This design comes from an exercise in tuning for small area and a short achievable clock period on the open sky130 flow, not from production work.
Only simulation tests tie the RTL to the original design; equivalence was not proved.
Power figures rest on the tool's default switching activity, not on a simulated workload.

--- flow/config.mk ---
export PLATFORM = sky130hd
export DESIGN_NAME = datapathB_behavioral
export DESIGN_NICKNAME = datapathB_behavioral
export VERILOG_FILES = /design/flow/design.v
export SDC_FILE = /design/flow/constraint.sdc
export NUM_CORES = 4
export LEC_CHECK = 0
export ABC_AREA = 1
export CAP_MARGIN = 20
export CORE_MARGIN = 2
export CORE_UTILIZATION = 40
export CTS_BUF_LIST = sky130_fd_sc_hd__clkbuf_8
export CTS_CLUSTER_SIZE = 40
export SETUP_SLACK_MARGIN = 3.5
export SLEW_MARGIN = 20
--- flow/constraint.sdc ---
create_clock -name core_clock -period 6.0 [get_ports {CLK}]
set_input_delay 1.2000 -clock core_clock [delete_from_list [all_inputs] [get_ports {CLK}]]
set_output_delay 1.2000 -clock core_clock [all_outputs]
set_load 0.01 [all_outputs]
--- flow/design.v ---
module datapathB_behavioral
  #(parameter WLx = 8, parameter WLc = 8)
  ( input signed [WLx-1:0] x,
    input signed [WLc-1:0] a, b, c,
    input CLK,
    output signed [(WLx+WLc+WLc)+1:0] outR
  );
  reg [7:0] x1, c1, c2; reg [8:0] w1;
  reg [11:0] ex2;
  reg [15:0] y2; reg [33:0] t1r;
  reg [5:0] zlo3; reg [16:0] zA3, zB3; reg cyk3, clo3; reg [2:0] wh3; reg [22:0] z4;
  wire [11:0] ex0 = {x[7], ((x[7] & ~x[6] & ~x[5]) | (~x[7] & x[6] & x[5])), (x[6] ^ x[5]), x[5], ((x[5] & ~x[4] & ~x[3]) | (~x[5] & x[4] & x[3])), (x[4] ^ x[3]), x[3], ((x[3] & ~x[2] & ~x[1]) | (~x[3] & x[2] & x[1])), (x[2] ^ x[1]), x[1], (x[1] & ~x[0]), x[0]};
  wire [11:0] ex1 = {x1[7], ((x1[7] & ~x1[6] & ~x1[5]) | (~x1[7] & x1[6] & x1[5])), (x1[6] ^ x1[5]), x1[5], ((x1[5] & ~x1[4] & ~x1[3]) | (~x1[5] & x1[4] & x1[3])), (x1[4] ^ x1[3]), x1[3], ((x1[3] & ~x1[2] & ~x1[1]) | (~x1[3] & x1[2] & x1[1])), (x1[2] ^ x1[1]), x1[1], (x1[1] & ~x1[0]), x1[0]};
  wire m_1;
  wire m_2;
  wire m_3;
  wire m_4;
  wire m_5;
  wire m_6;
  wire m_7;
  wire m_8;
  wire m_9;
  wire m_10;
  wire m_11;
  wire m_12;
  wire m_13;
  wire m_14;
  wire m_15;
  wire m_16;
  wire m_17;
  wire m_18;
  wire m_19;
  wire m_20;
  wire m_21;
  wire m_22;
  wire m_23;
  wire m_24;
  wire m_25;
  wire m_26;
  wire m_27;
  wire m_28;
  wire m_29;
  wire m_30;
  wire m_31;
  wire m_32;
  wire m_33;
  wire m_34;
  wire m_35;
  wire m_36;
  wire m_37;
  wire m_38;
  wire m_39;
  wire m_40;
  wire m_41;
  wire m_42;
  wire m_43;
  wire m_44;
  wire n_1;
  wire n_2;
  wire n_3;
  wire n_4;
  wire n_5;
  wire n_6;
  wire n_7;
  wire n_8;
  wire n_9;
  wire n_10;
  wire n_11;
  wire n_12;
  wire n_13;
  wire n_14;
  wire n_15;
  wire n_16;
  wire n_17;
  wire n_18;
  wire n_19;
  wire n_20;
  wire n_21;
  wire n_22;
  wire n_23;
  wire n_24;
  wire n_25;
  wire n_26;
  wire n_27;
  wire n_28;
  wire n_29;
  wire n_30;
  wire n_31;
  wire n_32;
  wire n_33;
  wire n_34;
  wire n_35;
  wire n_36;
  wire n_37;
  wire n_38;
  wire n_39;
  wire n_40;
  wire n_41;
  wire n_42;
  wire n_43;
  wire n_44;
  wire n_45;
  wire n_46;
  wire n_47;
  wire n_48;
  wire n_49;
  wire n_50;
  wire n_51;
  wire n_52;
  wire n_53;
  wire n_54;
  wire n_55;
  wire n_56;
  wire n_57;
  wire n_58;
  wire n_59;
  wire n_60;
  wire n_61;
  wire n_62;
  wire n_63;
  wire n_64;
  wire n_65;
  wire n_66;
  wire n_67;
  wire n_68;
  wire n_69;
  wire n_70;
  wire n_71;
  wire n_72;
  wire n_73;
  wire n_74;
  wire n_75;
  wire n_76;
  wire n_77;
  wire n_78;
  wire n_79;
  wire n_80;
  wire n_81;
  wire n_82;
  wire n_83;
  wire n_84;
  wire n_85;
  wire n_86;
  wire n_87;
  wire n_88;
  wire n_89;
  wire n_90;
  wire n_91;
  wire n_92;
  wire n_93;
  wire n_94;
  wire n_95;
  wire n_96;
  wire n_97;
  wire n_98;
  wire n_99;
  wire n_100;
  wire n_101;
  wire n_102;
  wire n_103;
  wire n_104;
  wire n_105;
  wire n_106;
  wire n_107;
  wire n_108;
  wire n_109;
  wire n_110;
  wire n_111;
  wire n_112;
  wire n_113;
  wire n_114;
  wire n_115;
  wire n_116;
  wire n_117;
  wire n_118;
  wire n_119;
  wire n_120;
  wire n_121;
  wire n_122;
  wire n_123;
  wire n_124;
  wire n_125;
  wire n_126;
  wire n_127;
  wire n_128;
  wire n_129;
  wire n_130;
  wire n_131;
  wire n_132;
  wire n_133;
  wire n_134;
  wire n_135;
  wire n_136;
  wire n_137;
  wire n_138;
  wire n_139;
  wire n_140;
  wire n_141;
  wire n_142;
  wire n_143;
  wire n_144;
  wire n_145;
  wire n_146;
  wire n_147;
  wire n_148;
  wire n_149;
  wire n_150;
  wire n_151;
  wire n_152;
  wire n_153;
  wire n_154;
  wire n_155;
  wire n_156;
  wire n_157;
  wire n_158;
  wire n_159;
  wire n_160;
  wire n_161;
  wire n_162;
  wire n_163;
  wire n_164;
  wire n_165;
  wire n_166;
  wire n_167;
  wire n_168;
  wire n_169;
  wire n_170;
  wire n_171;
  wire n_172;
  wire n_173;
  wire n_174;
  assign n_1 = ((a[0] & ex0[0]) ^ ex0[2]);
  assign n_2 = (((a[1] & ex0[0]) | (a[0] & ex0[1])) ^ ex0[2]);
  assign n_3 = (((a[2] & ex0[0]) | (a[1] & ex0[1])) ^ ex0[2]);
  assign n_4 = (((a[3] & ex0[0]) | (a[2] & ex0[1])) ^ ex0[2]);
  assign n_5 = (((a[4] & ex0[0]) | (a[3] & ex0[1])) ^ ex0[2]);
  assign n_6 = (((a[5] & ex0[0]) | (a[4] & ex0[1])) ^ ex0[2]);
  assign n_7 = (((a[6] & ex0[0]) | (a[5] & ex0[1])) ^ ex0[2]);
  assign n_8 = (((a[7] & ex0[0]) | (a[6] & ex0[1])) ^ ex0[2]);
  assign n_9 = ~((((a[7] & ex0[0]) | (a[7] & ex0[1])) ^ ex0[2]));
  assign n_10 = ((a[0] & ex0[3]) ^ ex0[5]);
  assign n_11 = (((a[1] & ex0[3]) | (a[0] & ex0[4])) ^ ex0[5]);
  assign n_12 = (((a[2] & ex0[3]) | (a[1] & ex0[4])) ^ ex0[5]);
  assign n_13 = (((a[3] & ex0[3]) | (a[2] & ex0[4])) ^ ex0[5]);
  assign n_14 = (((a[4] & ex0[3]) | (a[3] & ex0[4])) ^ ex0[5]);
  assign n_15 = (((a[5] & ex0[3]) | (a[4] & ex0[4])) ^ ex0[5]);
  assign n_16 = (((a[6] & ex0[3]) | (a[5] & ex0[4])) ^ ex0[5]);
  assign n_17 = (((a[7] & ex0[3]) | (a[6] & ex0[4])) ^ ex0[5]);
  assign n_18 = ~((((a[7] & ex0[3]) | (a[7] & ex0[4])) ^ ex0[5]));
  assign n_19 = ((a[0] & ex0[6]) ^ ex0[8]);
  assign n_20 = (((a[1] & ex0[6]) | (a[0] & ex0[7])) ^ ex0[8]);
  assign n_21 = (((a[2] & ex0[6]) | (a[1] & ex0[7])) ^ ex0[8]);
  assign n_22 = (((a[3] & ex0[6]) | (a[2] & ex0[7])) ^ ex0[8]);
  assign n_23 = (((a[4] & ex0[6]) | (a[3] & ex0[7])) ^ ex0[8]);
  assign n_24 = (((a[5] & ex0[6]) | (a[4] & ex0[7])) ^ ex0[8]);
  assign n_25 = (((a[6] & ex0[6]) | (a[5] & ex0[7])) ^ ex0[8]);
  assign n_26 = (((a[7] & ex0[6]) | (a[6] & ex0[7])) ^ ex0[8]);
  assign n_27 = ~((((a[7] & ex0[6]) | (a[7] & ex0[7])) ^ ex0[8]));
  assign n_28 = ((a[0] & ex0[9]) ^ ex0[11]);
  assign n_29 = (((a[1] & ex0[9]) | (a[0] & ex0[10])) ^ ex0[11]);
  assign n_30 = (((a[2] & ex0[9]) | (a[1] & ex0[10])) ^ ex0[11]);
  assign n_31 = (((a[3] & ex0[9]) | (a[2] & ex0[10])) ^ ex0[11]);
  assign n_32 = (((a[4] & ex0[9]) | (a[3] & ex0[10])) ^ ex0[11]);
  assign n_33 = (((a[5] & ex0[9]) | (a[4] & ex0[10])) ^ ex0[11]);
  assign n_34 = (((a[6] & ex0[9]) | (a[5] & ex0[10])) ^ ex0[11]);
  assign n_35 = (((a[7] & ex0[9]) | (a[6] & ex0[10])) ^ ex0[11]);
  assign n_36 = ~((((a[7] & ex0[9]) | (a[7] & ex0[10])) ^ ex0[11]));
  assign n_37 = n_7 ^ n_14;
  assign n_38 = n_7 & n_14;
  assign n_39 = n_8 ^ n_15 ^ n_22;
  assign n_40 = (n_8 & n_15) | (n_8 & n_22) | (n_15 & n_22);
  assign n_41 = n_9 ^ n_16 ^ n_23;
  assign n_42 = (n_9 & n_16) | (n_9 & n_23) | (n_16 & n_23);
  assign n_43 = n_17 ^ n_24;
  assign n_44 = n_17 & n_24;
  assign n_45 = n_18 ^ n_25;
  assign n_46 = n_18 & n_25;
  assign n_47 = ((y2[0] & ex2[0]) ^ ex2[2]);
  assign n_48 = (((y2[1] & ex2[0]) | (y2[0] & ex2[1])) ^ ex2[2]);
  assign n_49 = (((y2[2] & ex2[0]) | (y2[1] & ex2[1])) ^ ex2[2]);
  assign n_50 = (((y2[3] & ex2[0]) | (y2[2] & ex2[1])) ^ ex2[2]);
  assign n_51 = (((y2[4] & ex2[0]) | (y2[3] & ex2[1])) ^ ex2[2]);
  assign n_52 = (((y2[5] & ex2[0]) | (y2[4] & ex2[1])) ^ ex2[2]);
  assign n_53 = (((y2[6] & ex2[0]) | (y2[5] & ex2[1])) ^ ex2[2]);
  assign n_54 = (((y2[7] & ex2[0]) | (y2[6] & ex2[1])) ^ ex2[2]);
  assign n_55 = (((y2[8] & ex2[0]) | (y2[7] & ex2[1])) ^ ex2[2]);
  assign n_56 = (((y2[9] & ex2[0]) | (y2[8] & ex2[1])) ^ ex2[2]);
  assign n_57 = (((y2[10] & ex2[0]) | (y2[9] & ex2[1])) ^ ex2[2]);
  assign n_58 = (((y2[11] & ex2[0]) | (y2[10] & ex2[1])) ^ ex2[2]);
  assign n_59 = (((y2[12] & ex2[0]) | (y2[11] & ex2[1])) ^ ex2[2]);
  assign n_60 = (((y2[13] & ex2[0]) | (y2[12] & ex2[1])) ^ ex2[2]);
  assign n_61 = (((y2[14] & ex2[0]) | (y2[13] & ex2[1])) ^ ex2[2]);
  assign n_62 = (((y2[15] & ex2[0]) | (y2[14] & ex2[1])) ^ ex2[2]);
  assign n_63 = ~((((y2[15] & ex2[0]) | (y2[15] & ex2[1])) ^ ex2[2]));
  assign n_64 = ((y2[0] & ex2[3]) ^ ex2[5]);
  assign n_65 = (((y2[1] & ex2[3]) | (y2[0] & ex2[4])) ^ ex2[5]);
  assign n_66 = (((y2[2] & ex2[3]) | (y2[1] & ex2[4])) ^ ex2[5]);
  assign n_67 = (((y2[3] & ex2[3]) | (y2[2] & ex2[4])) ^ ex2[5]);
  assign n_68 = (((y2[4] & ex2[3]) | (y2[3] & ex2[4])) ^ ex2[5]);
  assign n_69 = (((y2[5] & ex2[3]) | (y2[4] & ex2[4])) ^ ex2[5]);
  assign n_70 = (((y2[6] & ex2[3]) | (y2[5] & ex2[4])) ^ ex2[5]);
  assign n_71 = (((y2[7] & ex2[3]) | (y2[6] & ex2[4])) ^ ex2[5]);
  assign n_72 = (((y2[8] & ex2[3]) | (y2[7] & ex2[4])) ^ ex2[5]);
  assign n_73 = (((y2[9] & ex2[3]) | (y2[8] & ex2[4])) ^ ex2[5]);
  assign n_74 = (((y2[10] & ex2[3]) | (y2[9] & ex2[4])) ^ ex2[5]);
  assign n_75 = (((y2[11] & ex2[3]) | (y2[10] & ex2[4])) ^ ex2[5]);
  assign n_76 = (((y2[12] & ex2[3]) | (y2[11] & ex2[4])) ^ ex2[5]);
  assign n_77 = (((y2[13] & ex2[3]) | (y2[12] & ex2[4])) ^ ex2[5]);
  assign n_78 = (((y2[14] & ex2[3]) | (y2[13] & ex2[4])) ^ ex2[5]);
  assign n_79 = (((y2[15] & ex2[3]) | (y2[14] & ex2[4])) ^ ex2[5]);
  assign n_80 = ~((((y2[15] & ex2[3]) | (y2[15] & ex2[4])) ^ ex2[5]));
  assign n_81 = ((y2[0] & ex2[6]) ^ ex2[8]);
  assign n_82 = (((y2[1] & ex2[6]) | (y2[0] & ex2[7])) ^ ex2[8]);
  assign n_83 = (((y2[2] & ex2[6]) | (y2[1] & ex2[7])) ^ ex2[8]);
  assign n_84 = (((y2[3] & ex2[6]) | (y2[2] & ex2[7])) ^ ex2[8]);
  assign n_85 = (((y2[4] & ex2[6]) | (y2[3] & ex2[7])) ^ ex2[8]);
  assign n_86 = (((y2[5] & ex2[6]) | (y2[4] & ex2[7])) ^ ex2[8]);
  assign n_87 = (((y2[6] & ex2[6]) | (y2[5] & ex2[7])) ^ ex2[8]);
  assign n_88 = (((y2[7] & ex2[6]) | (y2[6] & ex2[7])) ^ ex2[8]);
  assign n_89 = (((y2[8] & ex2[6]) | (y2[7] & ex2[7])) ^ ex2[8]);
  assign n_90 = (((y2[9] & ex2[6]) | (y2[8] & ex2[7])) ^ ex2[8]);
  assign n_91 = (((y2[10] & ex2[6]) | (y2[9] & ex2[7])) ^ ex2[8]);
  assign n_92 = (((y2[11] & ex2[6]) | (y2[10] & ex2[7])) ^ ex2[8]);
  assign n_93 = (((y2[12] & ex2[6]) | (y2[11] & ex2[7])) ^ ex2[8]);
  assign n_94 = (((y2[13] & ex2[6]) | (y2[12] & ex2[7])) ^ ex2[8]);
  assign n_95 = (((y2[14] & ex2[6]) | (y2[13] & ex2[7])) ^ ex2[8]);
  assign n_96 = (((y2[15] & ex2[6]) | (y2[14] & ex2[7])) ^ ex2[8]);
  assign n_97 = ~((((y2[15] & ex2[6]) | (y2[15] & ex2[7])) ^ ex2[8]));
  assign n_98 = ((y2[0] & ex2[9]) ^ ex2[11]);
  assign n_99 = (((y2[1] & ex2[9]) | (y2[0] & ex2[10])) ^ ex2[11]);
  assign n_100 = (((y2[2] & ex2[9]) | (y2[1] & ex2[10])) ^ ex2[11]);
  assign n_101 = (((y2[3] & ex2[9]) | (y2[2] & ex2[10])) ^ ex2[11]);
  assign n_102 = (((y2[4] & ex2[9]) | (y2[3] & ex2[10])) ^ ex2[11]);
  assign n_103 = (((y2[5] & ex2[9]) | (y2[4] & ex2[10])) ^ ex2[11]);
  assign n_104 = (((y2[6] & ex2[9]) | (y2[5] & ex2[10])) ^ ex2[11]);
  assign n_105 = (((y2[7] & ex2[9]) | (y2[6] & ex2[10])) ^ ex2[11]);
  assign n_106 = (((y2[8] & ex2[9]) | (y2[7] & ex2[10])) ^ ex2[11]);
  assign n_107 = (((y2[9] & ex2[9]) | (y2[8] & ex2[10])) ^ ex2[11]);
  assign n_108 = (((y2[10] & ex2[9]) | (y2[9] & ex2[10])) ^ ex2[11]);
  assign n_109 = (((y2[11] & ex2[9]) | (y2[10] & ex2[10])) ^ ex2[11]);
  assign n_110 = (((y2[12] & ex2[9]) | (y2[11] & ex2[10])) ^ ex2[11]);
  assign n_111 = (((y2[13] & ex2[9]) | (y2[12] & ex2[10])) ^ ex2[11]);
  assign n_112 = (((y2[14] & ex2[9]) | (y2[13] & ex2[10])) ^ ex2[11]);
  assign n_113 = (((y2[15] & ex2[9]) | (y2[14] & ex2[10])) ^ ex2[11]);
  assign n_114 = ~((((y2[15] & ex2[9]) | (y2[15] & ex2[10])) ^ ex2[11]));
  assign n_115 = n_53 ^ n_68;
  assign n_116 = n_53 & n_68;
  assign n_117 = n_54 ^ n_69 ^ n_84;
  assign n_118 = (n_54 & n_69) | (n_54 & n_84) | (n_69 & n_84);
  assign n_119 = n_55 ^ n_70 ^ n_85;
  assign n_120 = (n_55 & n_70) | (n_55 & n_85) | (n_70 & n_85);
  assign n_121 = n_56 ^ n_71 ^ n_86;
  assign n_122 = (n_56 & n_71) | (n_56 & n_86) | (n_71 & n_86);
  assign n_123 = n_57 ^ n_72 ^ n_87;
  assign n_124 = (n_57 & n_72) | (n_57 & n_87) | (n_72 & n_87);
  assign n_125 = n_58 ^ n_73 ^ n_88;
  assign n_126 = (n_58 & n_73) | (n_58 & n_88) | (n_73 & n_88);
  assign n_127 = n_59 ^ n_74 ^ n_89;
  assign n_128 = (n_59 & n_74) | (n_59 & n_89) | (n_74 & n_89);
  assign n_129 = n_60 ^ n_75 ^ n_90;
  assign n_130 = (n_60 & n_75) | (n_60 & n_90) | (n_75 & n_90);
  assign n_131 = n_61 ^ n_76 ^ n_91;
  assign n_132 = (n_61 & n_76) | (n_61 & n_91) | (n_76 & n_91);
  assign n_133 = n_62 ^ n_77 ^ n_92;
  assign n_134 = (n_62 & n_77) | (n_62 & n_92) | (n_77 & n_92);
  assign n_135 = n_63 ^ n_78 ^ n_93;
  assign n_136 = (n_63 & n_78) | (n_63 & n_93) | (n_78 & n_93);
  assign n_137 = n_79 ^ n_94;
  assign n_138 = n_79 & n_94;
  assign n_139 = n_80 ^ n_95;
  assign n_140 = n_80 & n_95;
  assign n_141 = n_51 ^ n_66;
  assign n_142 = n_51 & n_66;
  assign n_143 = n_52 ^ n_67 ^ n_82;
  assign n_144 = (n_52 & n_67) | (n_52 & n_82) | (n_67 & n_82);
  assign n_145 = n_83 ^ n_98 ^ n_115;
  assign n_146 = (n_83 & n_98) | (n_83 & n_115) | (n_98 & n_115);
  assign n_147 = n_99 ^ n_117 ^ n_116;
  assign n_148 = (n_99 & n_117) | (n_99 & n_116) | (n_117 & n_116);
  assign n_149 = n_100 ^ n_119 ^ n_118;
  assign n_150 = (n_100 & n_119) | (n_100 & n_118) | (n_119 & n_118);
  assign n_151 = n_101 ^ n_121 ^ n_120;
  assign n_152 = (n_101 & n_121) | (n_101 & n_120) | (n_121 & n_120);
  assign n_153 = n_102 ^ n_123 ^ n_122;
  assign n_154 = (n_102 & n_123) | (n_102 & n_122) | (n_123 & n_122);
  assign n_155 = n_103 ^ n_125 ^ n_124;
  assign n_156 = (n_103 & n_125) | (n_103 & n_124) | (n_125 & n_124);
  assign n_157 = n_104 ^ n_127 ^ n_126;
  assign n_158 = (n_104 & n_127) | (n_104 & n_126) | (n_127 & n_126);
  assign n_159 = n_105 ^ n_129 ^ n_128;
  assign n_160 = (n_105 & n_129) | (n_105 & n_128) | (n_129 & n_128);
  assign n_161 = n_106 ^ n_131 ^ n_130;
  assign n_162 = (n_106 & n_131) | (n_106 & n_130) | (n_131 & n_130);
  assign n_163 = n_107 ^ n_133 ^ n_132;
  assign n_164 = (n_107 & n_133) | (n_107 & n_132) | (n_133 & n_132);
  assign n_165 = n_108 ^ n_135 ^ n_134;
  assign n_166 = (n_108 & n_135) | (n_108 & n_134) | (n_135 & n_134);
  assign n_167 = n_109 ^ n_137 ^ n_136;
  assign n_168 = (n_109 & n_137) | (n_109 & n_136) | (n_137 & n_136);
  assign n_169 = n_110 ^ n_139 ^ n_138;
  assign n_170 = (n_110 & n_139) | (n_110 & n_138) | (n_139 & n_138);
  assign n_171 = n_96 ^ n_111 ^ n_140;
  assign n_172 = (n_96 & n_111) | (n_96 & n_140) | (n_111 & n_140);
  assign n_173 = n_97 ^ n_112;
  assign n_174 = n_97 & n_112;
    assign m_1 = t1r[6] ^ t1r[7];
    assign m_2 = t1r[6] & t1r[7];
    assign m_3 = t1r[9] ^ t1r[10] ^ t1r[11];
    assign m_4 = (t1r[9] & t1r[10]) | (t1r[9] & t1r[11]) | (t1r[10] & t1r[11]);
    assign m_5 = t1r[12] ^ t1r[13] ^ t1r[14];
    assign m_6 = (t1r[12] & t1r[13]) | (t1r[12] & t1r[14]) | (t1r[13] & t1r[14]);
    assign m_7 = t1r[15] ^ t1r[16] ^ t1r[17];
    assign m_8 = (t1r[15] & t1r[16]) | (t1r[15] & t1r[17]) | (t1r[16] & t1r[17]);
    assign m_9 = t1r[18] ^ t1r[19] ^ t1r[20];
    assign m_10 = (t1r[18] & t1r[19]) | (t1r[18] & t1r[20]) | (t1r[19] & t1r[20]);
    assign m_11 = t1r[21] ^ t1r[22] ^ t1r[23];
    assign m_12 = (t1r[21] & t1r[22]) | (t1r[21] & t1r[23]) | (t1r[22] & t1r[23]);
    assign m_13 = t1r[24] ^ t1r[25] ^ t1r[26];
    assign m_14 = (t1r[24] & t1r[25]) | (t1r[24] & t1r[26]) | (t1r[25] & t1r[26]);
    assign m_15 = t1r[27] ^ t1r[28] ^ t1r[29];
    assign m_16 = (t1r[27] & t1r[28]) | (t1r[27] & t1r[29]) | (t1r[28] & t1r[29]);
    assign m_17 = t1r[30] ^ t1r[31];
    assign m_18 = t1r[30] & t1r[31];
    assign m_19 = t1r[2] ^ t1r[3];
    assign m_20 = t1r[2] & t1r[3];
    assign m_21 = t1r[4] ^ t1r[5] ^ W1[3];
    assign m_22 = (t1r[4] & t1r[5]) | (t1r[4] & W1[3]) | (t1r[5] & W1[3]);
    assign m_23 = t1r[8] ^ W1[4] ^ m_1;
    assign m_24 = (t1r[8] & W1[4]) | (t1r[8] & m_1) | (W1[4] & m_1);
    assign m_25 = W1[5] ^ m_3 ^ m_2;
    assign m_26 = (W1[5] & m_3) | (W1[5] & m_2) | (m_3 & m_2);
    assign m_27 = W1[6] ^ m_5 ^ m_4;
    assign m_28 = (W1[6] & m_5) | (W1[6] & m_4) | (m_5 & m_4);
    assign m_29 = W1[7] ^ m_7 ^ m_6;
    assign m_30 = (W1[7] & m_7) | (W1[7] & m_6) | (m_7 & m_6);
    assign m_31 = W1[8] ^ m_9 ^ m_8;
    assign m_32 = (W1[8] & m_9) | (W1[8] & m_8) | (m_9 & m_8);
    assign m_33 = W1[9] ^ m_11 ^ m_10;
    assign m_34 = (W1[9] & m_11) | (W1[9] & m_10) | (m_11 & m_10);
    assign m_35 = W1[10] ^ m_13 ^ m_12;
    assign m_36 = (W1[10] & m_13) | (W1[10] & m_12) | (m_13 & m_12);
    assign m_37 = W1[11] ^ m_15 ^ m_14;
    assign m_38 = (W1[11] & m_15) | (W1[11] & m_14) | (m_15 & m_14);
    assign m_39 = W1[12] ^ m_17 ^ m_16;
    assign m_40 = (W1[12] & m_17) | (W1[12] & m_16) | (m_17 & m_16);
    assign m_41 = t1r[32] ^ W1[13] ^ m_18;
    assign m_42 = (t1r[32] & W1[13]) | (t1r[32] & m_18) | (W1[13] & m_18);
    assign m_43 = t1r[33] ^ W1[14];
    assign m_44 = t1r[33] & W1[14];
  wire [33:0] t1w = {n_36, n_35, n_34, n_27, n_46, n_33, n_26, n_44, n_45, n_32, n_42, n_43, n_31, n_40, n_41, n_30, n_38, n_39, n_29, n_37, n_28, n_21, n_20, n_13, n_6, n_19, n_12, n_5, n_11, n_4, n_10, n_3, n_2, n_1};
  wire [22:0] zA = {n_114, n_113, n_173, n_171, n_169, n_167, n_165, n_163, n_161, n_159, n_157, n_155, n_153, n_151, n_149, n_147, n_145, n_143, n_81, n_50, n_49, n_48, n_47};
  wire [22:0] zB = {1'b0, n_174, n_172, n_170, n_168, n_166, n_164, n_162, n_160, n_158, n_156, n_154, n_152, n_150, n_148, n_146, n_144, n_142, n_141, n_65, n_64, 1'b0, 1'b0};
  wire [8:0] w0 = {b[7], b} + {2'b00, {ex0[11], 1'b0, ex0[8], 1'b0, ex0[5], 1'b0, ex0[2]}};
  wire [8:0] w2 = {c2[7], c2} + {2'b00, {ex2[11], 1'b0, ex2[8], 1'b0, ex2[5], 1'b0, ex2[2]}};
  wire [15:0] W1 = {{7{w1[8]}}, w1} + 16'd43776;
  wire [5:0] Wl = w2[5:0];
  wire [5:0] ls = zA[5:0] ^ zB[5:0] ^ Wl;
  wire [5:0] lc = (zA[5:0] & zB[5:0]) | (zA[5:0] & Wl) | (zB[5:0] & Wl);
  wire [6:0] lo = ls + {lc[4:0], 1'b0};
  wire [22:0] W2f = {{14{wh3[2]}}, wh3, 6'd0} + 23'd2818048;
  wire [16:0] Wh = W2f[22:6];
  wire [16:0] hs = zA3 ^ zB3 ^ Wh;
  wire [16:0] hc = (zA3 & zB3) | (zA3 & Wh) | (zB3 & Wh);
  wire [17:0] hsum = {hs, 1'b1} + {hc[15:0], cyk3, clo3};
  wire [15:0] yS = {W1[15], m_43, m_41, m_39, m_37, m_35, m_33, m_31, m_29, m_27, m_25, m_23, m_21, W1[2], t1r[1], t1r[0]};
  wire [15:0] yT = {m_44, m_42, m_40, m_38, m_36, m_34, m_32, m_30, m_28, m_26, m_24, m_22, m_20, m_19, W1[1], W1[0]};
  always @(posedge CLK) begin
    x1 <= x; w1 <= w0; c1 <= c; t1r <= t1w;
    ex2 <= ex1; c2 <= c1; y2 <= yS + yT;
    zlo3 <= lo[5:0]; clo3 <= lo[6]; cyk3 <= lc[5]; wh3 <= w2[8:6]; zA3 <= zA[22:6]; zB3 <= zB[22:6];
    z4 <= {hsum[17:1], zlo3};
  end
  assign outR = {{3{z4[22]}}, z4};
endmodule
--- flow/flow/run.sh ---
#!/bin/bash
# Standard ORFS layout (standard.sh), except that every port gets a buf_2 as its port
# buffer instead of the delay buffer that buffer_ports picks by default.
set -euo pipefail
export BUFFER_PORTS_ARGS="-buffer_cell sky130_fd_sc_hd__buf_2"
bash standard.sh > standard_flow.log 2>&1
--- flow/standard.sh ---
#!/bin/bash
# synth_recipe.tcl (not shown) runs the flow's synth.tcl, then flattens the netlist and writes it again
# the make line also repeats each setting of config.mk as NAME=value (left out here)
make -C /OpenROAD-flow-scripts/flow DESIGN_CONFIG=/design/flow/config.mk WORK_HOME=/design/flow/orfs CLKGATE_MAP_FILE= SYNTH_SCRIPT=/design/flow/synth_recipe.tcl "${@:-finish}"
==> results of run 1 <==
[cell families (layout without fill, tap and decap cells)]
kind of cell	count (synthesis)	after routing	synth area share, %
compound gates	153	153	9.83
xor+xnor	129	129	12.3
fa+ha+maj	127	127	22.1
buf+inv	206	294	8.93
flops	162	162	35.4
mux	3	3	0.368
simple gates	242	242	11.1
[worst max path at each step]
stage	from	to	slack [ns]
global placement	x[3]	t1r[16]	3.18
global route	t1r[18]	y2[11]	3.38
CTS	t1r[18]	y2[13]	3.48
detailed placement	x[1]	t1r[19]	3.14
finish	t1r[18]	y2[11]	3.50
floorplan	x[1]	t1r[16]	3.52
[power groups by stage]
stage / clock network (mW) / logic [mW] / registers, mW
final: 0.807 / 4.12 / 1.63
after global routing: 0.887 / 4.78 / 1.67
after CTS: 0.838 / 3.87 / 1.64
after detailed placement: 0 / 3.77 / 1.66
after global placement: 0 / 3.71 / 1.65
after floorplan: 0 / 2.89 / 1.67
[metrics by stage]
stage / std cells / util [%]
after floorplan: 1022 / -
after detailed placement: 1344 / 42.9
after CTS: 1385 / 45.4
final: 1395 / 46.7
after global routing: 1395 / 46.7
after global placement: 1344 / 42.9
[synthesized netlist by cell type, drive strengths merged]
library cell / instances / area (µm²)
buf: 20 / 121
nand4: 4 / 25.0
a21boi: 2 / 18.8
mux2: 3 / 33.8
nand2: 153 / 594
o22ai: 87 / 544
ha: 69 / 863
xor2: 124 / 1090
clkbuf: 1 / 3.75
nand3: 34 / 175
o21ai: 19 / 98.9
a31oi: 4 / 25.0
o21bai: 2 / 15.0
fa: 58 / 1160
and2: 4 / 25.0
nand3b: 1 / 7.51
dfxtp: 162 / 3240
nor2: 39 / 149
a21oi: 37 / 185
inv: 185 / 694
or2: 3 / 23.8
xnor2: 5 / 43.8
nor3: 4 / 20.0
o21a: 1 / 7.51
o31ai: 1 / 7.51
[worst max-delay path, cell delays in order (launching register included)]
cell and delay [ns]:
sky130_fd_sc_hd__dfxtp_2 0.33, sky130_fd_sc_hd__fa_1 0.52, sky130_fd_sc_hd__inv_1 0.05, sky130_fd_sc_hd__fa_1 0.50, sky130_fd_sc_hd__inv_2 0.05, sky130_fd_sc_hd__ha_4 0.29
sky130_fd_sc_hd__nand2_4 0.08, sky130_fd_sc_hd__nor2_1 0.16, sky130_fd_sc_hd__nand3_1 0.14, sky130_fd_sc_hd__nand3_2 0.13, sky130_fd_sc_hd__nand2_1 0.05, sky130_fd_sc_hd__inv_1 0.05
sky130_fd_sc_hd__nor2_1 0.03
[layer usage]
layer / vias to the layer above / track usage, % / share of wire, %
li1: 3415 / - / -
met5: - / 0 / 0
met2: 119 / 28.0 / 50
met1: 3003 / 18.2 / 45
met3: 24 / 3.65 / 3.1
met4: 0 / 5.77 / 2.1
[layout make-up]
cell class	count	area (µm²)	area share, %
Clock buffer	17	234	2.22
Clock inverter	15	173	1.64
Inverter	185	717	6.80
Multi-Input combinational cell	654	5360	50.9
Sequential cell	162	3260	31.0
Tap cell	285	357	3.38
Timing Repair Buffer	77	435	4.13
[what timing repair did]
item	4_1_cts	5_1_grt
setup buffers	9	10
endpoints found under the hold margin	0	0
pin swaps	5	19
endpoints found under the setup margin	11	21
gates resized for setup	25	48
[flip-flops by register name (all words and copies together), names as in the netlist]
name  count
t1r      34
z4       23
zA3      17
y2       16
zB3      16
ex2      12
w1        9
c1        8
c2        8
x1        8
zlo3      6
wh3       3
clo3      1
cyk3      1
==> results_dict.tcl, run 1 <==
set metrics [dict create \
    slew_headroom_pct 35.6 \
    timing_max_transition_violations_final 0 \
    globalRoute.totalOverflow 0 \
    grt_antenna_before_repair 0 \
    min_path_cells 0 \
    final_min_period_over_clock_period_pct 41.6 \
    rsz0062_at_grt "yes" \
    cts_tree "done" \
    num_antenna_cells 0 \
    result_of_the_run "no timing/DRC/antenna violations" \
    first_global_vias 6535 \
    max_freq_mhz 401 \
    criticalPathCategory "register to register" \
    detail_route_antenna_nets 0 \
    route.final.wire_length_mm 18.0 \
    synthCells 1022 \
    top_ports 59 \
    power_mw 6.56 \
    number_of_vias_in_the_routed_layout 6561 \
    place_ws_ns 3.14 \
    synth.distinct_cells 34 \
    timing.critical_path.from_type "register" \
    syn_avg_cell_area_um2 8.98 \
    max_cap_viol_count 0 \
    power_frac_seq_pct 24.9 \
    dr.first_iter.drc_count 321 \
    clockBufferDepth 2 \
    finalHoldWorstSlack_ns 0.331 \
    floorplan.die_area_mm2 0.0242 \
    setup_ws_ns 3.50 \
    tritoncts_num_sinks 162 \
    pwr_density_cell_mw_per_mm2 622 \
    post_synthesis_register_bit_count 162 \
    stdcell_area_mm2 0.0105 \
    cellInternalPower_mw 3.54 \
    critPathMaxFanout 4 \
    report.final.hold_viol_count 0 \
    timing.critical_path.to_type "register" \
    finalSetupViolCount 0 \
    clock_power_share_pct 12.3 \
    layout_common_cells "171 x sky130_fd_sc_hd__inv_1, 151 x sky130_fd_sc_hd__dfxtp_1, 141 x sky130_fd_sc_hd__nand2_1, 122 x sky130_fd_sc_hd__xor2_1, 80 x sky130_fd_sc_hd__o22ai_1" \
    ys_seq_area_share_pct 35.4 \
    routabilityCongestion 0.909 \
    ctsRootBufferMaster "sky130_fd_sc_hd__clkbuf_8" \
    synth.yosys.warnings 1 \
    worstMarginPinSlew_ns 0.965 \
    clock_latency_ns 0.47 \
    areaGrowthSynthToFinish_pct 15.0 \
    synthesis.area_mm2 0.00917 \
    setup_skew_ns 0.00919 \
    fill_cells 2192 \
    cts_buffers 17 \
    layout.cells.most_common "sky130_fd_sc_hd__inv_1" \
    vias_per_cell 4.70 \
    cp.arrival_ns 2.86 \
    cts_htree_levels 4 \
    share_comb_of_total_power_pct 62.8 \
    hold_path_end "z4[3]" \
    start_util_pct 40.6 \
    leakagePower_nw 5.21 \
    layout-drive-gt1-share_pct 16.8 \
    grt_start_max_net_pins 19 \
    vdd_ir_drop_max_uv 202 \
    worst_r2r_endpoint "y2[11]" \
    die_h_um 155 \
    detail_route.wl_per_cell_um 12.9 \
    number_of_input_and_output_port_buffers_inserted 58 \
    finalCriticalPeriod_ns 2.50 \
    dp_hpwl_mm 14.1 \
    r2r.worst_path.cells 12 \
    placeableCoreArea_mm2 0.0226 \
    hold_start "zlo3[3]" \
    crit-reg2reg-launch "t1r[18]" \
    worst-endpoint-required_ns 6.36 \
    power_switching_share_pct 46.0 \
    drc 0 \
    grt_pass1_wl_mm 30.2 \
    final.setup.tns_ns 0 \
    power.switching_mw 3.01 \
    layout.nets 1257 \
    regToRegSetupSlack_ns 3.50 \
    clk_pin_slew_worst_paths_ns 0.10 \
    detailed_router_iteration_count_before_antenna_repair 4 \
    die_w_um 155 \
    postPlaceCellArea_mm2 0.00969 \
    number_of_rows_in_the_core_area 55 \
    cts_hold_repair.buffers 0 \
    holdCritPathClass "register to register" \
    globalRouteTotalUtil_pct 15.7 \
]
==> run 2, diff against run 1 <==
--- a/flow/config.mk
+++ b/flow/config.mk
@@ -6,5 +6,4 @@
 export NUM_CORES = 4
 export LEC_CHECK = 0
-export ABC_AREA = 1
 export CAP_MARGIN = 20
 export CORE_MARGIN = 2
==> results_dict.tcl, run 2 <==
set metrics [dict create \
    synth.most_common_cell "sky130_fd_sc_hd__dfxtp_1" \
    ys.flop_type "sky130_fd_sc_hd__dfxtp_1" \
    die_h_um 158 \
    detail_route_antenna_nets 0 \
    synth_area_leader_cell "sky130_fd_sc_hd__dfxtp_1" \
    start_util_pct 40.6 \
    synthCells 996 \
    report.final.hold_viol_count 0 \
    place_ws_ns 2.83 \
    top_ports 59 \
    dr.first_iter.drc_count 297 \
    finalSetupViolCount 0 \
    routabilityCongestion 0.791 \
    post_synthesis_register_bit_count 162 \
    timing.critical_path.from_type "register" \
    synth_enable_flop_cells 0 \
    grt_start_max_net_pins 44 \
    max_freq_mhz 350 \
    worstMarginPinSlew_ns 0.993 \
    max_cap_viol_count 0 \
    layout.cells.most_common "sky130_fd_sc_hd__dfxtp_1" \
    ys_seq_area_share_pct 34.1 \
    layout_common_cells "144 x sky130_fd_sc_hd__dfxtp_1, 99 x sky130_fd_sc_hd__inv_1, 72 x sky130_fd_sc_hd__xnor2_1, 60 x sky130_fd_sc_hd__a22oi_1, 57 x sky130_fd_sc_hd__ha_1" \
    final_min_period_over_clock_period_pct 47.6 \
    detailed_router_iteration_count_before_antenna_repair 5 \
    cp.arrival_ns 3.23 \
    syn_avg_cell_area_um2 9.54 \
    largest_register_ffs 34 \
    setup_skew_ns 0.0180 \
    grt_antenna_before_repair 0 \
    die_w_um 158 \
    first_global_vias 6371 \
    dp_hpwl_mm 13.6 \
    timing.critical_path.to_type "register" \
    cts_htree_levels 4 \
    placeableCoreArea_mm2 0.0234 \
    leakagePower_nw 4.62 \
    number_of_vias_in_the_routed_layout 6606 \
    synth.top_cells.by_count "162 x sky130_fd_sc_hd__dfxtp_1, 101 x sky130_fd_sc_hd__inv_1, 72 x sky130_fd_sc_hd__xnor2_1, 69 x sky130_fd_sc_hd__ha_1, 60 x sky130_fd_sc_hd__a22oi_1" \
    final.setup.tns_ns 0 \
    result_of_the_run "no timing/DRC/antenna violations" \
    tritoncts_num_sinks 162 \
    clock_latency_ns 0.45 \
    worst-endpoint-required_ns 6.38 \
    setup.worst_path.start "t1r[11]" \
    synthesis.area_mm2 0.00950 \
    finalCriticalPeriod_ns 2.85 \
    holdCritPathClass "register to register" \
    synth.distinct_cells 57 \
    layout-drive-gt1-share_pct 16.7 \
    gr-max-usage-layer "met2" \
    synth.yosys.warnings 1 \
    globalRouteTotalUtil_pct 15.4 \
    reg.largest.list "t1r x34, z4 x23, zA3 x17" \
    gr-usage-met1_pct 19.6 \
    use_met3_pct 3.31 \
    setup_ws_ns 3.15 \
    criticalPathCategory "register to register" \
    slew_headroom_pct 33.7 \
    regToRegSetupSlack_ns 3.15 \
    num_antenna_cells 0 \
    setup.worst_path.end "y2[14]" \
    synthDominantCellAreaShare_pct 34.1 \
    ys_top_cells_by_area "sky130_fd_sc_hd__dfxtp_1 34%, sky130_fd_sc_hd__fa_1 12%, sky130_fd_sc_hd__ha_1 9.1%" \
    globalRoute.totalOverflow 0 \
    top_register "t1r" \
    number_of_rows_in_the_core_area 56 \
    fill_cells 2269 \
    worst_r2r_endpoint "y2[14]" \
    cts_buffers 17 \
    route.final.wire_length_mm 18.4 \
    crit-reg2reg-launch "t1r[11]" \
    areaGrowthSynthToFinish_pct 13.2 \
    detail_route.wl_per_cell_um 13.6 \
    critPathMaxFanout 2 \
    layout.nets 1176 \
    r2r.worst_path.cells 11 \
    cts_hold_repair.buffers 0 \
    vdd_ir_drop_max_uv 275 \
    floorplan.die_area_mm2 0.0250 \
    gr-usage-met2_pct 26.9 \
    rsz0062_at_grt "yes" \
    timing_max_transition_violations_final 0 \
    ctsRootBufferMaster "sky130_fd_sc_hd__clkbuf_8" \
    vias_per_cell 4.90 \
    synth_async_sr_flop_share_pct 0 \
    grt_pass1_wl_mm 30.8 \
    cts_tree "done" \
    clockBufferDepth 2 \
    pwr_density_cell_mw_per_mm2 604 \
    drc 0 \
    clk_pin_slew_worst_paths_ns 0.09 \
    number_of_input_and_output_port_buffers_inserted 58 \
]
[run 2: changes by cell type after synthesis, moves of 18 or more]
cell / delta
sky130_fd_sc_hd__nand3_1: -20
sky130_fd_sc_hd__a22oi_1: +60
sky130_fd_sc_hd__xor2_1: -71
sky130_fd_sc_hd__inv_1: -81
sky130_fd_sc_hd__xnor2_1: +67
sky130_fd_sc_hd__o22ai_1: -75
sky130_fd_sc_hd__nand2_1: -90
sky130_fd_sc_hd__clkbuf_1: +46
sky130_fd_sc_hd__o21ai_0: +18
[run 2: power breakdown]
group / internal (mW) / switching [mW] / leakage [nW] / total [mW]
clock network: 0.475 / 0.398 / 0.219 / 0.873
logic: 1.91 / 1.96 / 3.03 / 3.87
registers: 1.49 / 0.257 / 1.37 / 1.75
total: 3.87 / 2.62 / 4.62 / 6.49
[run 2: area by class of cell]
class                      instances  area, µm²  area share (%)
multi-input combinational        662       5820            54.1
sequential                       162       3290            30.6
timing repair buffer              72        420            3.91
tap                              319        399            3.71
inverter                         101        379            3.53
clock buffer                      19        262            2.43
clock inverter                    13        183            1.70
[run 2: how the worst min path moves through the flow]
| stage | to | cells past startpoint | slack, ns | startpoint |
|---|---|---|---|---|
| global placement | z4[3] | 0 | 0.31 | zlo3[3] |
| finish | z4[0] | 0 | 0.32 | zlo3[0] |
| detailed placement | c2[0] | 0 | 0.31 | c1[0] |
| global route | c2[5] | 0 | 0.33 | c1[5] |
| floorplan | c2[0] | 0 | 0.31 | c1[0] |
| CTS | z4[0] | 0 | 0.33 | zlo3[0] |
[run 2: critical path, stage by stage (launching register included)]
cell and delay [ns]:
sky130_fd_sc_hd__dfxtp_2 0.33, sky130_fd_sc_hd__inv_2 0.03, sky130_fd_sc_hd__fa_1 0.51, sky130_fd_sc_hd__fa_1 0.50
sky130_fd_sc_hd__inv_1 0.04, sky130_fd_sc_hd__ha_2 0.16, sky130_fd_sc_hd__or3_4 0.36, sky130_fd_sc_hd__o211ai_1 0.26
sky130_fd_sc_hd__a31oi_2 0.15, sky130_fd_sc_hd__a21o_1 0.19, sky130_fd_sc_hd__a21oi_2 0.12, sky130_fd_sc_hd__xnor2_1 0.12
[run 2: per-layer routing]
metal | vias to the layer above | wire (µm)
met5 | - | 0
met4 | 0 | 160
met3 | 13 | 694
met2 | 135 | 8920
met1 | 3071 | 8590
li1 | 3387 | -
[run 2: cells by family (layout without fill, tap and decap cells)]
kind of cell	after synthesis	count (layout)	synth area share, %
compound gates	237	237	16.6
xor+xnor	125	125	11.5
fa+ha+maj	140	140	22.7
buf+inv	172	205	7.15
flops	162	162	34.1
mux	1	1	0.105
simple gates	159	159	7.80
[run 2: metrics by stage]
step	instance area [µm²]	cells	total power [mW]	hold slack [ns]	utilization, %
3_3_place_gp	9980	1303	5.19	0.311	42.6
5_1_grt	10700	1348	7.14	0.333	45.9
4_1_cts	10600	1346	6.36	0.331	45.3
3_5_place_dp	9980	1303	5.25	0.313	42.6
6_report	10700	1348	6.49	0.324	45.9
2_1_floorplan	9640	996	4.56	0.310	-
[run 2: timing repair]
| item | CTS | global route |
|---|---|---|
| setup endpoints to repair | 23 | 23 |
| resized for setup | 32 | 33 |
| buffers inserted | 11 | 2 |
| cloned | 0 | 0 |
| pin swaps | 22 | 21 |
| endpoints found under the hold margin | 0 | 0 |
==> run 3, diff against run 2 <==
==> flow/flow/run.sh (replaced) <==
#!/bin/bash
# Standard ORFS layout (standard.sh) with two changes: every port gets a buf_2 as its port
# buffer instead of the delay buffer that buffer_ports picks by default, and Yosys's synth
# skips its generic ABC pass before full adders are extracted (SYNTH_ARGS=-noabc).
set -euo pipefail
export BUFFER_PORTS_ARGS="-buffer_cell sky130_fd_sc_hd__buf_2"
export SYNTH_ARGS="-noabc"
bash standard.sh > standard_flow.log 2>&1
--- a/flow/config.mk
+++ b/flow/config.mk
@@ -6,7 +6,8 @@
 export NUM_CORES = 4
 export LEC_CHECK = 0
+export ABC_AREA = 1
 export CAP_MARGIN = 20
 export CORE_MARGIN = 2
-export CORE_UTILIZATION = 40
+export CORE_UTILIZATION = 55
 export CTS_BUF_LIST = sky130_fd_sc_hd__clkbuf_8
 export CTS_CLUSTER_SIZE = 40
==> results_dict.tcl, run 3 <==
set metrics [dict create \
    result_of_the_run "no timing/DRC/antenna violations" \
    ys.flop_type "sky130_fd_sc_hd__dfxtp_1" \
    largest_register_ffs 34 \
    synth_enable_flop_cells 0 \
    placeableCoreArea_mm2 0.0159 \
    die_h_um 132 \
    cpMostUsedCell "sky130_fd_sc_hd__fa_1" \
    finalSetupViolCount 0 \
    cp_slowest_stage_delay_ns 0.53 \
    top_register "t1r" \
    max_freq_mhz 401 \
    holdCritPathClass "register to register" \
    leakagePower_nw 4.89 \
    worstPathCellList "clkinvlp_4 > o22ai_2 > xor2_1 > fa_1 > fa_1 > ha_4 > inv_1 > o21bai_1" \
    ys_seq_area_share_pct 36.1 \
    critical-path-top-delay-family "adder cells" \
    grt_start_max_net_pins 19 \
    cp.arrival_ns 2.88 \
    synthCells 943 \
    syn_avg_cell_area_um2 9.53 \
    layout.nets 1181 \
    critical_path.n_buffers_inverters 2 \
    timing.critical_path.to_type "register" \
    gr-usage-met1_pct 22.5 \
    layout.cells.most_common "sky130_fd_sc_hd__dfxtp_1" \
    cts_htree_levels 4 \
    number_of_input_and_output_port_buffers_inserted 58 \
    globalRouteTotalUtil_pct 21.2 \
    route.final.wire_length_mm 18.4 \
    power.switching_mw 2.89 \
    cp_slowest_cell "sky130_fd_sc_hd__fa_1" \
    areaGrowthSynthToFinish_pct 14.2 \
    gr-max-usage-layer "met2" \
    final.setup.tns_ns 0 \
    max_cap_viol_count 0 \
    number_of_vias_in_the_routed_layout 6409 \
    power_switching_share_pct 45.1 \
    grt_pass1_wl_mm 29.3 \
    gr-usage-met2_pct 40.4 \
    ctsRootBufferMaster "sky130_fd_sc_hd__clkbuf_8" \
    first_global_vias 6356 \
    timing.critical_path.from_type "register" \
    synth.top_cells.by_count "162 x sky130_fd_sc_hd__dfxtp_1, 140 x sky130_fd_sc_hd__nand2_1, 125 x sky130_fd_sc_hd__xor2_1, 110 x sky130_fd_sc_hd__inv_1, 87 x sky130_fd_sc_hd__o22ai_1" \
    timing_max_transition_violations_final 0 \
    pwr_density_cell_mw_per_mm2 625 \
    share_comb_of_total_power_pct 61.5 \
    dr.first_iter.drc_count 266 \
    layout-drive-gt1-share_pct 17.3 \
    clock_latency_ns 0.46 \
    detailed_router_iteration_count_before_antenna_repair 5 \
    report.final.hold_viol_count 0 \
    drc 0 \
    stdcell_area_mm2 0.0103 \
    clockBufferDepth 2 \
    detail_route_antenna_nets 0 \
    synth.most_common_cell "sky130_fd_sc_hd__dfxtp_1" \
    worst-endpoint-required_ns 6.39 \
    layout_common_cells "151 x sky130_fd_sc_hd__dfxtp_1, 139 x sky130_fd_sc_hd__nand2_1, 123 x sky130_fd_sc_hd__xor2_1, 102 x sky130_fd_sc_hd__inv_1, 82 x sky130_fd_sc_hd__o22ai_1" \
    area_of_the_multi_input_gates_mm2 0.00542 \
    cts_tree "done" \
    power_mw 6.41 \
    ys_top_cells_by_area "sky130_fd_sc_hd__dfxtp_1 36%, sky130_fd_sc_hd__fa_1 14%, sky130_fd_sc_hd__xor2_1 12%" \
    slew_headroom_pct 33.6 \
    start_util_pct 56.4 \
    tritoncts_num_sinks 162 \
    criticalPathCategory "register to register" \
    vdd_ir_drop_max_uv 252 \
    die_w_um 132 \
    final-seq-area_mm2 0.00327 \
    fill_cells 1356 \
    postPlaceCellArea_mm2 0.00944 \
    critPathMaxFanout 6 \
    dp_hpwl_mm 14.3 \
    power_frac_seq_pct 25.7 \
    rsz0062_at_grt "yes" \
    synth.yosys.warnings 1 \
    vias_per_cell 5.13 \
    post_synthesis_register_bit_count 162 \
    reg.largest.list "t1r x34, z4 x23, zA3 x17" \
    synthDominantCellAreaShare_pct 36.1 \
    finalCriticalPeriod_ns 2.49 \
    clk_pin_slew_worst_paths_ns 0.09 \
    setup_skew_ns 0.0120 \
    synthesis.area_mm2 0.00899 \
    detail_route.wl_per_cell_um 14.7 \
    num_antenna_cells 0 \
    synth.distinct_cells 35 \
    synth_async_sr_flop_share_pct 0 \
    floorplan.die_area_mm2 0.0174 \
    number_of_rows_in_the_core_area 46 \
    worstMarginPinSlew_ns 0.995 \
    use_met3_pct 4.23 \
    cellInternalPower_mw 3.52 \
    grt_antenna_before_repair 0 \
    final_min_period_over_clock_period_pct 41.5 \
    synth_area_leader_cell "sky130_fd_sc_hd__dfxtp_1" \
    top_ports 59 \
    routabilityCongestion 0.906 \
    globalRoute.totalOverflow 0 \
    cts_buffers 17 \
    clock_power_share_pct 12.9 \
]
-- run 3: final cells by class --
type / count / area share [%]
flip-flops and latches: 162 / 31.8
clock buffers: 18 / 2.41
well taps: 216 / 2.63
repair buffers: 77 / 4.32
clock inverters: 13 / 1.61
multi-input cells: 651 / 52.8
inverters: 112 / 4.35
-- run 3: layer usage --
layer	share of wire [%]	vias to the layer above
li1	-	3240
met1	40	2992
met2	54	139
met3	2.9	38
met4	2.1	0
met5	0	-
-- run 3: kinds of logic (layout without fill, tap and decap cells) --
| group | count (synthesis) | after routing | synth area share [%] |
|---|---|---|---|
| and+or+nand+nor | 229 | 229 | 11.1 |
| DFF | 162 | 162 | 36.1 |
| AOI/OAI and AO/OA | 156 | 156 | 10.3 |
| buffers and inverters | 135 | 220 | 6.35 |
| xor gates and xnor gates | 130 | 130 | 12.7 |
| adders and majority gates | 127 | 127 | 23.0 |
| muxes | 3 | 3 | 0.376 |
| other | 1 | 6 | 0.0417 |
-- run 3: power groups by stage --
stage / combinational (mW) / clock (mW) / sequential, mW
after floorplan: 2.77 / 0 / 1.68
after global placement: 3.52 / 0 / 1.67
after detailed placement: 3.60 / 0 / 1.68
after CTS: 3.67 / 0.846 / 1.65
after global routing: 4.43 / 0.897 / 1.68
final: 3.94 / 0.825 / 1.64
-- run 3: repair_timing --
item                                   CTS  global route
pin swaps                                2            16
setup endpoints to repair               11            22
endpoints found under the hold margin    0             0
hold buffers                             0             0
gates resized for setup                 16            46
setup buffers                           12             6
-- run 3: final timing paths --
| path | startpoint | end | slack, ns | cells after the start |
|---|---|---|---|---|
| worst max-delay path | ex2[0] | clo3 | 3.51 | 8 |
| worst min register to register | c1[0] | c2[0] | 0.33 | 0 |
| worst max register to register | ex2[0] | clo3 | 3.51 | 8 |
| worst min-delay path | c1[0] | c2[0] | 0.33 | 0 |
-- run 3: metrics by stage --
stage | setup slack, ns | utilization (%) | std cells | hold WS [ns]
2_1_floorplan | 3.50 | - | 948 | 0.310
3_3_place_gp | 3.04 | 59.2 | 1200 | 0.311
3_5_place_dp | 2.94 | 59.2 | 1200 | 0.314
4_1_cts | 3.50 | 62.7 | 1243 | 0.335
5_1_grt | 3.44 | 64.4 | 1249 | 0.341
6_report | 3.51 | 64.4 | 1249 | 0.332
==> run 4, diff against run 3 <==
--- a/flow/config.mk
+++ b/flow/config.mk
@@ -9,7 +9,7 @@
 export CAP_MARGIN = 20
 export CORE_MARGIN = 2
-export CORE_UTILIZATION = 55
+export CORE_UTILIZATION = 40
 export CTS_BUF_LIST = sky130_fd_sc_hd__clkbuf_8
 export CTS_CLUSTER_SIZE = 40
-export SETUP_SLACK_MARGIN = 3.5
+export SETUP_SLACK_MARGIN = 3.7
 export SLEW_MARGIN = 20
==> results_dict.tcl, run 4 <==
set metrics [dict create \
    result_of_the_run "no timing/DRC/antenna violations" \
    detail_route.wl_per_cell_um 13.3 \
    regToRegSetupSlack_ns 3.58 \
    routabilityCongestion 0.861 \
    report.final.hold_viol_count 0 \
    grt_antenna_before_repair 0 \
    finalCriticalPeriod_ns 2.42 \
    largest_register_ffs 34 \
    synth_area_leader_cell "sky130_fd_sc_hd__dfxtp_1" \
    cpMostUsedCell "sky130_fd_sc_hd__nand2_1" \
    top_ports 59 \
    layoutNonFillerInstCount 1316 \
    pwr_density_cell_mw_per_mm2 625 \
    placed_cells 1264 \
    start_util_pct 40.9 \
    cp_slowest_stage_delay_ns 0.49 \
    cp.arrival_ns 2.79 \
    synth.most_common_cell "sky130_fd_sc_hd__dfxtp_1" \
    final.setup.tns_ns 0 \
    number_of_rows_in_the_core_area 54 \
    finalHoldWorstSlack_ns 0.329 \
    max_freq_mhz 413 \
    timing.critical_path.to_type "register" \
    clockBufferDepth 2 \
    top_register "t1r" \
    post_synthesis_register_bit_count 162 \
    first_global_vias 6240 \
    die_w_um 154 \
    rsz0062_at_grt "yes" \
    synthesis.area_mm2 0.00899 \
    vias_per_cell 4.80 \
    num_antenna_cells 0 \
    floorplan.die_area_mm2 0.0237 \
    number_of_vias_in_the_routed_layout 6316 \
    layout.cells.most_common "sky130_fd_sc_hd__dfxtp_1" \
    synth_async_sr_flop_share_pct 0 \
    dr.first_iter.drc_count 190 \
    ys_top_cells_by_area "sky130_fd_sc_hd__dfxtp_1 36%, sky130_fd_sc_hd__fa_1 14%, sky130_fd_sc_hd__xor2_1 12%" \
    layout_common_cells "146 x sky130_fd_sc_hd__dfxtp_1, 130 x sky130_fd_sc_hd__nand2_1, 120 x sky130_fd_sc_hd__xor2_1, 94 x sky130_fd_sc_hd__inv_1, 79 x sky130_fd_sc_hd__o22ai_1" \
    slew_headroom_pct 37.1 \
    cp_slowest_cell "sky130_fd_sc_hd__fa_1" \
    globalRoute.totalOverflow 0 \
    timing.critical_path.from_type "register" \
    reg.largest.list "t1r x34, z4 x23, zA3 x17" \
    worstPathCellList "fa_1 > fa_1 > ha_1 > a21oi_1 > o21ai_0 > a21oi_2 > nand2_1 > nand2_1 > nand2_1" \
    synthCells 943 \
    grt_start_max_net_pins 19 \
    cts_buffers 17 \
    layout.nets 1183 \
    final_min_period_over_clock_period_pct 40.4 \
    synth_enable_flop_cells 0 \
    areaGrowthSynthToFinish_pct 16.8 \
    power_mw 6.56 \
    setup_skew_ns 0.00951 \
    synth.yosys.warnings 1 \
    clock_latency_ns 0.47 \
    critPathMaxFanout 5 \
    cts_htree_levels 4 \
    max_cap_viol_count 0 \
    layout-drive-gt1-share_pct 20.8 \
    grt_pass1_wl_mm 28.7 \
    timing_max_transition_violations_final 0 \
    worst-endpoint-required_ns 6.37 \
    dp_hpwl_mm 13.6 \
    detailed_router_iteration_count_before_antenna_repair 4 \
    route.final.wire_length_mm 17.5 \
    number_of_input_and_output_port_buffers_inserted 58 \
    ys_seq_area_share_pct 36.1 \
    tritoncts_num_sinks 162 \
    cts_tree "done" \
    detail_route_antenna_nets 0 \
    leakagePower_nw 4.94 \
    vdd_ir_drop_max_uv 257 \
    criticalPathCategory "register to register" \
    placeableCoreArea_mm2 0.0220 \
    synth.top_cells.by_count "162 x sky130_fd_sc_hd__dfxtp_1, 140 x sky130_fd_sc_hd__nand2_1, 125 x sky130_fd_sc_hd__xor2_1, 110 x sky130_fd_sc_hd__inv_1, 87 x sky130_fd_sc_hd__o22ai_1" \
    synth.distinct_cells 35 \
    globalRouteTotalUtil_pct 15.2 \
    syn_avg_cell_area_um2 9.53 \
    finalSetupViolCount 0 \
    synthDominantCellAreaShare_pct 36.1 \
    die_h_um 154 \
    clk_pin_slew_worst_paths_ns 0.09 \
    ys.flop_type "sky130_fd_sc_hd__dfxtp_1" \
    drc 0 \
    ctsRootBufferMaster "sky130_fd_sc_hd__clkbuf_8" \
    fill_cells 2034 \
    holdCritPathClass "register to register" \
    worstMarginPinSlew_ns 0.942 \
]
-- run 4: cell counts after synthesis --
No cell type changed its count.
-- run 4: worst paths after layout --
kind,start,end,cells past startpoint
hold reg to reg,c1[5],c2[5],0
hold / removal,c1[5],c2[5],0
setup reg to reg,t1r[27],y2[13],9
setup / recovery,t1r[27],y2[13],9
-- run 4: kinds of logic (layout without fill, tap and decap cells) --
logic type	count (synthesis)	count (layout)	synth area share (%)
AND/OR/NAND/NOR	229	229	11.1
flip-flops	162	162	36.1
AO/OA/AOI/OAI	156	156	10.3
buffers and inverters	135	223	6.35
XOR/XNOR	130	130	12.7
adder cells (fa/ha/maj)	127	127	23.0
multiplexers	3	3	0.376
other	1	6	0.0417
-- run 4: worst max-delay path, delay by kind of cell, from the launching register on --
kind	cells	cell delay (ns)
adders and majority gates	3	1.28
AOI/OAI and AO/OA	3	0.56
DFF	1	0.32
and+or+nand+nor	3	0.15
-- run 4: final cells by class --
class                   instances  area (µm²)  share of cell area [%]
clock buffers                  18         248                    2.36
clock inverters                14         165                    1.57
inverters                     112         448                    4.27
multi-input cells             651        5540                    52.8
flip-flops and latches        162        3270                    31.2
well taps                     280         350                    3.34
repair buffers                 79         467                    4.45
-- run 4: where the power goes --
group          leakage [nW]  switching, mW  internal [mW]
Sequential             1.37          0.152           1.50
Combinational          3.36           2.36           1.73
Clock                 0.208          0.394          0.420
Total                  4.94           2.91           3.65
-- run 4: timing repair --
action	CTS	global route
hold buffers	0	0
buffers inserted	13	7
pin swaps	22	17
gates resized for setup	40	54
setup endpoints to repair	31	20
-- run 4: per-layer routing --
metal	up-vias	global-route usage, %	routed length [µm]
met1	2926	17.6	7710
met3	32	3.44	624
met2	113	26.7	8630
li1	3245	-	-
met4	0	6.85	485
met5	-	0	0
-- run 4: through the flow --
stage | setup slack [ns] | util, % | area, µm²
finish | 3.58 | 47.8 | 10500
CTS | 3.58 | 46.7 | 10300
global placement | 3.04 | 43.7 | 9590
floorplan | 3.54 | - | 9160
global route | 3.49 | 47.8 | 10500
detailed placement | 3.01 | 43.7 | 9590
==> run 5, diff against run 4 <==
--- a/flow/config.mk
+++ b/flow/config.mk
@@ -12,4 +12,4 @@
 export CTS_BUF_LIST = sky130_fd_sc_hd__clkbuf_8
 export CTS_CLUSTER_SIZE = 40
-export SETUP_SLACK_MARGIN = 3.7
+export SETUP_SLACK_MARGIN = 3.4
 export SLEW_MARGIN = 20
==> results_dict.tcl, run 5 <==
set metrics [dict create \
    die_w_um 154 \
    dp_hpwl_mm 13.3 \
    drc 0 \
    layout.cells.most_common "sky130_fd_sc_hd__dfxtp_1" \
    routabilityCongestion 0.848 \
    top_register "t1r" \
    number_of_input_and_output_port_buffers_inserted 58 \
    ctsRootBufferMaster "sky130_fd_sc_hd__clkbuf_8" \
    layout.nets 1177 \
    floorplan.die_area_mm2 0.0237 \
    critical-path-top-delay-family "adder cells" \
    finalCriticalPeriod_ns 2.48 \
    final.setup.tns_ns 0 \
    power_mw 6.13 \
    post_synthesis_register_bit_count 162 \
    globalRouteTotalUtil_pct 15.0 \
    ys_top_cells_by_area "sky130_fd_sc_hd__dfxtp_1 36%, sky130_fd_sc_hd__fa_1 14%, sky130_fd_sc_hd__xor2_1 12%" \
    synthCells 943 \
    setup_skew_ns 0.00800 \
    top_ports 59 \
    gr-usage-met1_pct 17.7 \
    cp_slowest_stage_delay_ns 0.53 \
    detail_route_antenna_nets 0 \
    synthDominantCellAreaShare_pct 36.1 \
    rsz0062_at_grt "yes" \
    gr-usage-met2_pct 26.1 \
    synth.yosys.warnings 1 \
    route.final.wire_length_mm 17.2 \
    critical_path.n_buffers_inverters 3 \
    placeableCoreArea_mm2 0.0220 \
    layout_common_cells "155 x sky130_fd_sc_hd__dfxtp_1, 140 x sky130_fd_sc_hd__nand2_1, 125 x sky130_fd_sc_hd__xor2_1, 105 x sky130_fd_sc_hd__inv_1, 86 x sky130_fd_sc_hd__o22ai_1" \
    fill_cells 2119 \
    cts_hold_repair.buffers 0 \
    start_util_pct 40.9 \
    leakagePower_nw 4.85 \
    number_of_rows_in_the_core_area 54 \
    cts_htree_levels 4 \
    dr.first_iter.drc_count 223 \
    synth.top_cells.by_count "162 x sky130_fd_sc_hd__dfxtp_1, 140 x sky130_fd_sc_hd__nand2_1, 125 x sky130_fd_sc_hd__xor2_1, 110 x sky130_fd_sc_hd__inv_1, 87 x sky130_fd_sc_hd__o22ai_1" \
    synth_enable_flop_cells 0 \
    critPathMaxFanout 13 \
    timing_max_transition_violations_final 0 \
    ys.flop_type "sky130_fd_sc_hd__dfxtp_1" \
    number_of_vias_in_the_routed_layout 6311 \
    vdd_ir_drop_max_uv 206 \
    vias_per_cell 4.82 \
    grt_antenna_before_repair 0 \
    cp.arrival_ns 2.86 \
    first_global_vias 6027 \
    detailed_router_iteration_count_before_antenna_repair 4 \
    timing.critical_path.to_type "register" \
    cp_slowest_cell "sky130_fd_sc_hd__fa_1" \
    final-seq-area_mm2 0.00326 \
    report.final.hold_viol_count 0 \
    clock_latency_ns 0.47 \
    max_freq_mhz 403 \
    finalSetupViolCount 0 \
    syn_avg_cell_area_um2 9.53 \
    ys_seq_area_share_pct 36.1 \
    timing.critical_path.from_type "primary input" \
    synth_async_sr_flop_share_pct 0 \
    criticalPathCategory "primary input to register" \
    num_antenna_cells 0 \
    worst-endpoint-required_ns 6.38 \
    cts_tree "done" \
    layout-drive-gt1-share_pct 14.2 \
    grt_start_max_net_pins 19 \
    worstPathCellList "buf_2 > inv_1 > nand2_2 > nand2_8 > o21ai_4 > o22ai_1 > xor2_1 > fa_1 > inv_1" \
    largest_register_ffs 34 \
    grt_pass1_wl_mm 28.2 \
    die_h_um 154 \
    pwr_density_cell_mw_per_mm2 608 \
    reg.largest.list "t1r x34, z4 x23, zA3 x17" \
    synth.distinct_cells 35 \
    globalRoute.totalOverflow 0 \
    synthesis.area_mm2 0.00899 \
    result_of_the_run "no timing/DRC/antenna violations" \
    holdCritPathClass "register to register" \
    clk_pin_slew_worst_paths_ns 0.09 \
    final_min_period_over_clock_period_pct 41.3 \
    finalHoldWorstSlack_ns 0.329 \
    areaGrowthSynthToFinish_pct 12.3 \
    cpMostUsedCell "sky130_fd_sc_hd__inv_1" \
    detail_route.wl_per_cell_um 13.1 \
    worstMarginPinSlew_ns 0.969 \
    slew_headroom_pct 35.3 \
    cts_buffers 17 \
    synth.most_common_cell "sky130_fd_sc_hd__dfxtp_1" \
    tritoncts_num_sinks 162 \
    clockBufferDepth 2 \
    gr-max-usage-layer "met2" \
    area_of_the_multi_input_gates_mm2 0.00524 \
    use_met3_pct 3.24 \
    synth_area_leader_cell "sky130_fd_sc_hd__dfxtp_1" \
    max_cap_viol_count 0 \
]
## run 5: changes by cell type in the layout (fill, tap and decap cells not counted), sizes merged
cell and change:
buf -5, clkinvlp +4, inv -4, clkbuf -2
## run 5: power by group
part / leakage (nW) / total [mW] / switching [mW] / internal [mW]
Clock: 0.199 / 0.800 / 0.393 / 0.407
Combinational: 3.28 / 3.69 / 2.20 / 1.49
Sequential: 1.37 / 1.64 / 0.150 / 1.49
## run 5: worst reg2reg max path: stages (launching register included)
cell,delay (ns)
sky130_fd_sc_hd__dfxtp_2,0.37
sky130_fd_sc_hd__clkinvlp_4,0.12
sky130_fd_sc_hd__o22ai_2,0.19
sky130_fd_sc_hd__xor2_1,0.26
sky130_fd_sc_hd__fa_1,0.46
sky130_fd_sc_hd__fa_1,0.48
sky130_fd_sc_hd__ha_1,0.33
sky130_fd_sc_hd__xor2_1,0.17
## run 5: routing by layer
metal,vias to the layer above,part of all wire (%)
met5,-,0
met3,26,3.2
li1,3228,-
met1,2931,45
met2,126,49
met4,0,2.6
## run 5: per-stage QoR
step	utilization (%)	area [µm²]	setup WS, ns	std cells
floorplan	-	9000	3.48	948
global placement	43.3	9500	3.03	1264
detailed placement	43.3	9500	2.96	1264
CTS	45.5	10000	3.44	1304
global route	46.0	10100	3.39	1309
finish	46.0	10100	3.52	1309
## run 5: final timing paths
check         start  endpoint  slack, ns  cells past startpoint
max            x[1]   t1r[19]       3.52                      9
min           c1[6]     c2[6]       0.33                      0
max reg2reg  ex2[0]   zlo3[5]       3.52                      7
min reg2reg   c1[6]     c2[6]       0.33                      0
## run 5: kinds of logic (layout without fill, tap and decap cells)
kind of cell | count (synthesis) | in the layout | synth area share [%]
multiplexers | 3 | 3 | 0.376
other | 1 | 6 | 0.0417
AO/OA/AOI/OAI | 156 | 156 | 10.3
AND/OR/NAND/NOR | 229 | 229 | 11.1
adder cells (fa/ha/maj) | 127 | 127 | 23.0
buffers and inverters | 135 | 216 | 6.35
flip-flops | 162 | 162 | 36.1
XOR/XNOR | 130 | 130 | 12.7
## run 5: area by class of cell
class	count	area share (%)
multi-input cells	651	51.9
flip-flops and latches	162	32.3
inverters	112	4.39
repair buffers	73	3.99
well taps	280	3.47
clock buffers	17	2.32
clock inverters	14	1.65
## run 5: what timing repair did
action                                  in CTS  in global routing
pin swaps                                    0                  7
resized for setup                           10                 17
endpoints found under the setup margin       5                  9
setup buffers                                9                  5

==> afterwards: timing with drivers on the ports <==
Ports are ideal in the flow. The routed layouts listed here were re-timed in OpenROAD.
Step 1 sets driving cells, clkbuf_16 on the clock port and buf_2 on the other inputs (assumed; they add their load-dependent delay and slew).
Step 2 adds t to the input delays and takes it off the output delays; t is the mean of the earliest and latest rising clock arrival at the registers after step 1. Input paths then give back, and output paths get back, about the clock's delay inside the block.
a / b / c = ideal / step 1 / step 2; a / b = the first two.
| run | shift t [ns] | setup slack, ns | worst hold slack (ns) |
|---|---|---|---|
| run 1 | 0.504 | 3.503 / 3.503 / 3.113 | 0.331 / 0.331 / 0.331 |
| run 2 | 0.475 | 3.147 / 3.147 / 3.141 | 0.324 / 0.324 / 0.324 |
| run 3 | 0.498 | 3.508 / 3.508 / 3.104 | 0.332 / 0.332 / 0.332 |
| run 4 | 0.504 | 3.579 / 3.579 / 3.256 | 0.329 / 0.329 / 0.329 |
| run 5 | 0.502 | 3.521 / 3.524 / 3.036 | 0.329 / 0.329 / 0.329 |
After both steps setup and hold are still met in every run listed. The setup slack of run 5, which loses most, moves by +0.003 ns with the drivers and by -0.485 ns with both steps.
